This design comes from an exercise in tuning for small area on the open sky130 flow, not from production work. Only simulation tests tie the RTL to the original design; equivalence was not proved.

$ cat design/flow/run.sh
#!/bin/bash
# synth_recipe.tcl (not shown) runs the flow's synth.tcl, then flattens the netlist and writes it again
# the make line also repeats each setting of config.mk as NAME=value (left out here)
make -C /OpenROAD-flow-scripts/flow DESIGN_CONFIG=/design/flow/config.mk WORK_HOME=/design/flow/orfs CLKGATE_MAP_FILE= SYNTH_SCRIPT=/design/flow/synth_recipe.tcl finish
$ cat design/flow/config.mk
export PLATFORM = sky130hd
export DESIGN_NAME = top
export DESIGN_NICKNAME = top
export VERILOG_FILES = /design/flow/design.v
export SDC_FILE = /design/flow/constraint.sdc
export NUM_CORES = 4
export LEC_CHECK = 0
export CAP_MARGIN = 20
export CORE_MARGIN = 2
export CORE_UTILIZATION = 40
export SLEW_MARGIN = 20
$ cat design/flow/constraint.sdc
create_clock -name core_clock -period 10.0 [get_ports {mclk}]
set_input_delay 2.0000 -clock core_clock [delete_from_list [all_inputs] [get_ports {mclk}]]
set_output_delay 2.0000 -clock core_clock [all_outputs]
set_load 0.01 [all_outputs]
$ cat design/flow/design.v
module top(
  input  wire       mclk,
  input  wire       rst,
  input  wire [3:0] switch_in,
  output wire [6:0] SEG1,  
  output wire [6:0] SEG2,  
  output wire [6:0] SEG3,  
  output wire [6:0] SEG4,  
  output wire [6:0] SEG5,  
  output wire [6:0] SEG6,  
  output wire [7:0] LED
);
reg [18:0] c1;
reg        h1;
reg [17:0] c2;
reg        h2;
wire t1 = (c1 == 19'h32971);
wire t2 = (c2 == 18'h01d62);
wire tick1 = t1 & ~h1;
wire tick2 = t2 & ~h2;
always @(posedge mclk) begin
  if (rst | t1) c1 <= 19'd0;
  else          c1 <= {c1[17:0], ~(c1[18] ^ c1[5])};
  if (rst | t2) c2 <= 18'd0;
  else          c2 <= {c2[16:0], ~(c2[17] ^ c2[6])};
  if (rst)     h1 <= 1'b0;
  else if (t1) h1 <= ~h1;
  if (rst)     h2 <= 1'b0;
  else if (t2) h2 <= ~h2;
end
reg [3:0] s1, s2, s3, B;
wire [3:0] rise = s2 & ~s3;
wire [3:0] fall = s3 & ~s2;
wire [3:0] rsel = {rise[3] & ~|rise[2:0], rise[2] & ~|rise[1:0], rise[1] & ~rise[0], rise[0]};
wire [3:0] fsel = {fall[3] & ~|fall[2:0], fall[2] & ~|fall[1:0], fall[1] & ~fall[0], fall[0]} & {4{~|rise}};
wire [3:0] press = rsel & ~B;
always @(posedge mclk) begin
  if (rst) begin
    s1 <= 4'd0; s2 <= 4'd0; s3 <= 4'd0; B <= 4'd0;
  end else begin
    s1 <= switch_in; s2 <= s1; s3 <= s2;
    B <= (B | rsel) & ~fsel;
  end
end
reg m1, m2;           
reg [2:0] ct, ca;     
reg E;
always @(posedge mclk) begin
  if (rst) begin
    m1 <= 1'b0; m2 <= 1'b0; ct <= 3'd0; ca <= 3'd0; E <= 1'b0;
  end else begin
    if (press[0]) begin m1 <= ~m1 & ~m2; m2 <= m1; end
    if (press[1] & m1) ct <= (ct == 3'd6) ? 3'd0 : ct + 3'd1;
    if (press[1] & m2) ca <= (ca == 3'd6) ? 3'd0 : ca + 3'd1;
    if (press[3]) E <= ~E;
  end
end
function [18:0] step;
  input [18:0] x;
  input [2:0]  c;
  reg [3:0] s, m, h;
  reg [2:0] s10, m10;
  reg h10, cy;
  begin
    {h10, h, m10, m, s10, s} = x;
    cy = (c == 3'd0);
    if (cy) begin if (s == 4'd9) s = 4'd0; else begin s = s + 4'd1; cy = 1'b0; end end
    cy = cy | (c == 3'd1);
    if (cy) begin if (s10 == 3'd5) s10 = 3'd0; else begin s10 = s10 + 3'd1; cy = 1'b0; end end
    cy = cy | (c == 3'd2);
    if (cy) begin if (m == 4'd9) m = 4'd0; else begin m = m + 4'd1; cy = 1'b0; end end
    cy = cy | (c == 3'd3);
    if (cy) begin if (m10 == 3'd5) m10 = 3'd0; else begin m10 = m10 + 3'd1; cy = 1'b0; end end
    cy = cy | (c == 3'd4);
    if (cy) begin
      if (h == 4'd9) begin h = 4'd0; h10 = ~h10; end
      else if (h10 & (h == 4'd1)) begin h = 4'd0; h10 = 1'b0; end
      else h = h + 4'd1;
    end
    if (c == 3'd5) h10 = ~h10;
    step = {h10, h, m10, m, s10, s};
  end
endfunction
reg [18:0] P, T, A;
always @(posedge mclk) begin
  if (rst) begin
    P <= 19'd0; T <= 19'd0; A <= 19'd0;
  end else begin
    if (tick1 & m1)        P <= T;
    else if (tick1 & ~m2)  P <= step(P, 3'd0);
    if (press[2] & m1) T <= step(T, ct);
    if (press[2] & m2) A <= step(A, ca);
  end
end
wire [7:0] dlo = {1'b0, P[6:0]} - {1'b0, A[6:0]};
wire ring = E & (P[18:7] == A[18:7]) & (dlo[7:4] == 4'd0);
reg K;
always @(posedge mclk) begin
  if (rst)        K <= 1'b0;
  else if (tick2) K <= ring & ~K;
end
assign LED = {m1, m2, E, {5{K}}};
wire [18:0] V = m1 ? T : (m2 ? A : P);
wire [2:0]  cur = m1 ? ct : ca;
wire        blk = ~h2 & (m1 | m2);
function [6:0] dec;
  input [3:0] d;
  case (d)
    4'd0: dec = 7'b0111111;
    4'd1: dec = 7'b0000110;
    4'd2: dec = 7'b1011011;
    4'd3: dec = 7'b1001111;
    4'd4: dec = 7'b1100110;
    4'd5: dec = 7'b1101101;
    4'd6: dec = 7'b1111101;
    4'd7: dec = 7'b0000111;
    4'd8: dec = 7'b1111111;
    4'd9: dec = 7'b1101111;
    default: dec = 7'b0000000;
  endcase
endfunction
assign SEG6 = (blk & (cur == 3'd0)) ? 7'd0 : dec(V[3:0]);
assign SEG5 = (blk & (cur == 3'd1)) ? 7'd0 : dec({1'b0, V[6:4]});
assign SEG4 = (blk & (cur == 3'd2)) ? 7'd0 : dec(V[10:7]);
assign SEG3 = (blk & (cur == 3'd3)) ? 7'd0 : dec({1'b0, V[13:11]});
assign SEG2 = (blk & (cur == 3'd4)) ? 7'd0 : dec(V[17:14]);
assign SEG1 = (blk & (cur == 3'd5)) ? 7'd0 : dec({3'b0, V[18]});
endmodule
==> results.ini <==
[setup_path]
crit_chain = buf_4 > clkinv_1 > nand3_1 > a21oi_1 > nor2b_1 > or2_2 > a31oi_1 > clkdlybuf4s50_1
critPathCaptureType = primary output
critPathKind = flop to primary output
cp.required_ns = 8.00
crit_slowest_cell = dfxtp_2
reg2reg_depth = 6
crit_fanout = 41
r2r-end = P[13]$_SDFFE_PP0P_
rrSetupSlack_ns = 6.65
cpPeakStageDelay_ns = 0.79
regToRegStartpoint = m1$_SDFFE_PP0P_
startpoint_type = flop
cp.arrival_ns = 3.57

[clock_tree]
cts_tree = built
htree_levels = 4
hold_buffers = 0
cts_root_buf = clkbuf_16
cts.path.max_buffers = 2
cts_buffers = 17
postCtsSetupBuffers = 0
ctsResizeCount = 0
path_clk_slew_ns = 0.06
clk_latency_ns = 0.43
clock_sinks = 122

[logic_synthesis]
synth_top_family_by_area = simple AND/OR/NAND/NOR gates
synth_fa_ha_area_share_pct = 6.617
synthArstFlopShare_pct = 0
synth_top_area_share_pct = 33.12
yosysMostFrequentCell = dfxtp_1
yosys.area_share.simple_pct = 26.26
ys.flop_type = dfxtp_1
avgSynthCellArea_um2 = 8.086
ys_seq_area_share_pct = 33.12
yosysWarningCount = 1
yosys.area.top_type = dfxtp_1
synthCells = 912
syn_area_mm2 = 0.007375
ys_ff_latch = 122
syn_nets = 957
synth-edff-count = 0
yosysUniqueCellTypes = 77
synth-xor-area-share_pct = 4.276
synth_common_cells = dfxtp_1, nor2_1, a21oi_1
synthTopCellsByArea = dfxtp_1, ha_1, a21oi_1
synth.area.mux_share_pct = 5.819
synth-compound-area-share_pct = 17.88

[drt]
vias = 6233
ant_nets = 0
wl_per_cell_um = 15.08
wirelength_um = 17670
drc = 0
vias_per_cell = 5.318
initialDrtViolationCount = 430
first_pass_iters = 5

[worst_hold_path]
hold_path.class = flop to flop
worstHoldStart = s1[3]$_SDFF_PP0_
min_to = s2[3]$_SDFF_PP0_
whs_path_depth = 1

[cells_and_area]
synthToLayoutAreaGrowth_pct = 16.03
drive_above_1_share_pct = 7.423
diodes = 0
fin_cells = 1172
nets = 975

[place]
place_congestion = 0.8673
placed_cells = 1140
place_ws_ns = 4.949
port_buffers = 54
dp_hpwl_um = 12780

[floorplan]
row_count = 49
core_mm2 = 0.01802
initial_core_util_pct = 40.91
die-area_mm2 = 0.01954
ioPinCount = 56
die-width_um = 139.8
chipHeight_um = 139.8

[timing]
worst_pin_slew_ns = 0.9991
finClkSkew_ns = 0.007396
rsz0062_at_grt = no
setup_viol = 0
period_needed_ns = 5.566
relSlewSlack_pct = 32.90
finalHoldViolations = 0
finalCritPeriodShare_pct = 55.66
holdWs_ns = 0.4379
slew_violations = 0
tns_ns = 0
max_freq_mhz = 179.7
fin_ws_ns = 4.434

[run_status]
status = timing/DRC/antenna clean

[power]
leakagePower_nw = 3.162
power.total_mw = 1.188
vdd_ir_drop_max_mv = 0.1414
p_per_area_mw_per_mm2 = 138.9

[grt]
grt_pass1_wl_um = 28740
antenna_found_initial = 0
groute.usage.overall_pct = 18.25
grt_max_degree = 87
grt_pass1_vias = 5573
gr-total-overflow = 0

[flow_run]
drv_cap = 0

[cell families after synthesis]
kind of cell	count (synthesis)
buffers and inverters	101
flip-flops	122
adder cells (fa/ha/maj)	39
multiplexers	42
XOR/XNOR	36
other	1
AO/OA/AOI/OAI	211
AND/OR/NAND/NOR	360
[flip-flops by register name, summed over array words and instances (netlist names), 3 cells and up]
signal and count:
c2 18, T 19, s3 4, ct 3, c1 19, s2 4
A 19, P 19, B 4, ca 3, s1 4
[critical path, delay by kind of cell (launching register included)]
family          cells  cell delay (ns)
flops               1             0.79
buf+inv             3             1.34
compound gates      2             0.27
simple gates        3             0.70
[power by group]
part / switching (mW) / total (mW) / internal (mW)
Combinational: 0.0287 / 0.0492 / 0.0205
Clock: 0.257 / 0.641 / 0.385
Sequential: 0.00636 / 0.498 / 0.492
[how the worst max path moves through the flow]
stage / start / endpoint / slack, ns / cells past startpoint
2_1_floorplan: m1$_SDFFE_PP0P_ / SEG5[0] / 5.71 / 9
3_3_place_gp: m1$_SDFFE_PP0P_ / SEG2[2] / 5.00 / 8
3_5_place_dp: m1$_SDFFE_PP0P_ / SEG2[2] / 4.95 / 8
4_1_cts: m1$_SDFFE_PP0P_ / SEG2[2] / 4.47 / 8
5_1_grt: m1$_SDFFE_PP0P_ / SEG2[1] / 4.26 / 8
6_report: m1$_SDFFE_PP0P_ / SEG2[2] / 4.43 / 8
[through the flow]
stage / util, % / instance area (µm²)
2_1_floorplan: - / 7375
3_3_place_gp: 44.08 / 7945
3_5_place_dp: 44.08 / 7945
4_1_cts: 47.47 / 8557
5_1_grt: 47.47 / 8557
6_report: 47.47 / 8557
[metal layers]
metal	wire length, µm	track usage, %	part of all wire, %	up-vias
met5	0	0	0	-
met4	244	4.789	1.4	0
met3	660	4.129	3.7	18
met2	8107	29.35	46	108
met1	8658	24.78	49	2909
li1	-	-	-	3198
[area by class of cell]
type	count	area (µm²)
fill	1777	9468
inverter	43	161.4
clock inverter	14	172.7
multi-input combinational	689	4492
tap	229	286.5
timing repair buffer	57	560.5
sequential	122	2445
clock buffer	18	439.2
[cells in the final DEF (no fill, tap or decap), types with 8 or more instances in the layout]
cell,n
dfxtp_1,120
nor2_1,96
a21oi_1,92
nand2_1,79
clkdlybuf4s50_1,53
nor2b_1,46
inv_1,42
ha_1,39
o21ai_0,37
mux2i_1,35
and2_1,25
nand3_1,22
xor2_1,19
xnor2_1,17
clkbuf_16,17
nand2b_1,16
nor3_1,12
a211oi_1,10
o21a_1,8
or3_1,8

afterwards: timing with drivers on the ports:
The flow's constraints put no driver on any port. The routed layout listed below was extracted and timed again, unchanged, in two steps. Step 1 assumes that a clkbuf_16 drives the clock port and a buf_2 every other input. Step 2 also shifts input and output timing later by t, the mid clock arrival at the registers, as if the neighbouring blocks saw the same clock. Slacks: ideal ports / drivers / drivers and shift; pairs: ideal ports / drivers.
shift t [ns]: 0.467
setup slack, ns: 4.434 / 4.391 / 4.858
worst setup path at the end: register to output
worst slew at a driven data input, ns: 0.03
After both steps this run still meets setup and hold. For this run, drivers alone change the setup slack by -0.043 ns; drivers and shift together by +0.424 ns.
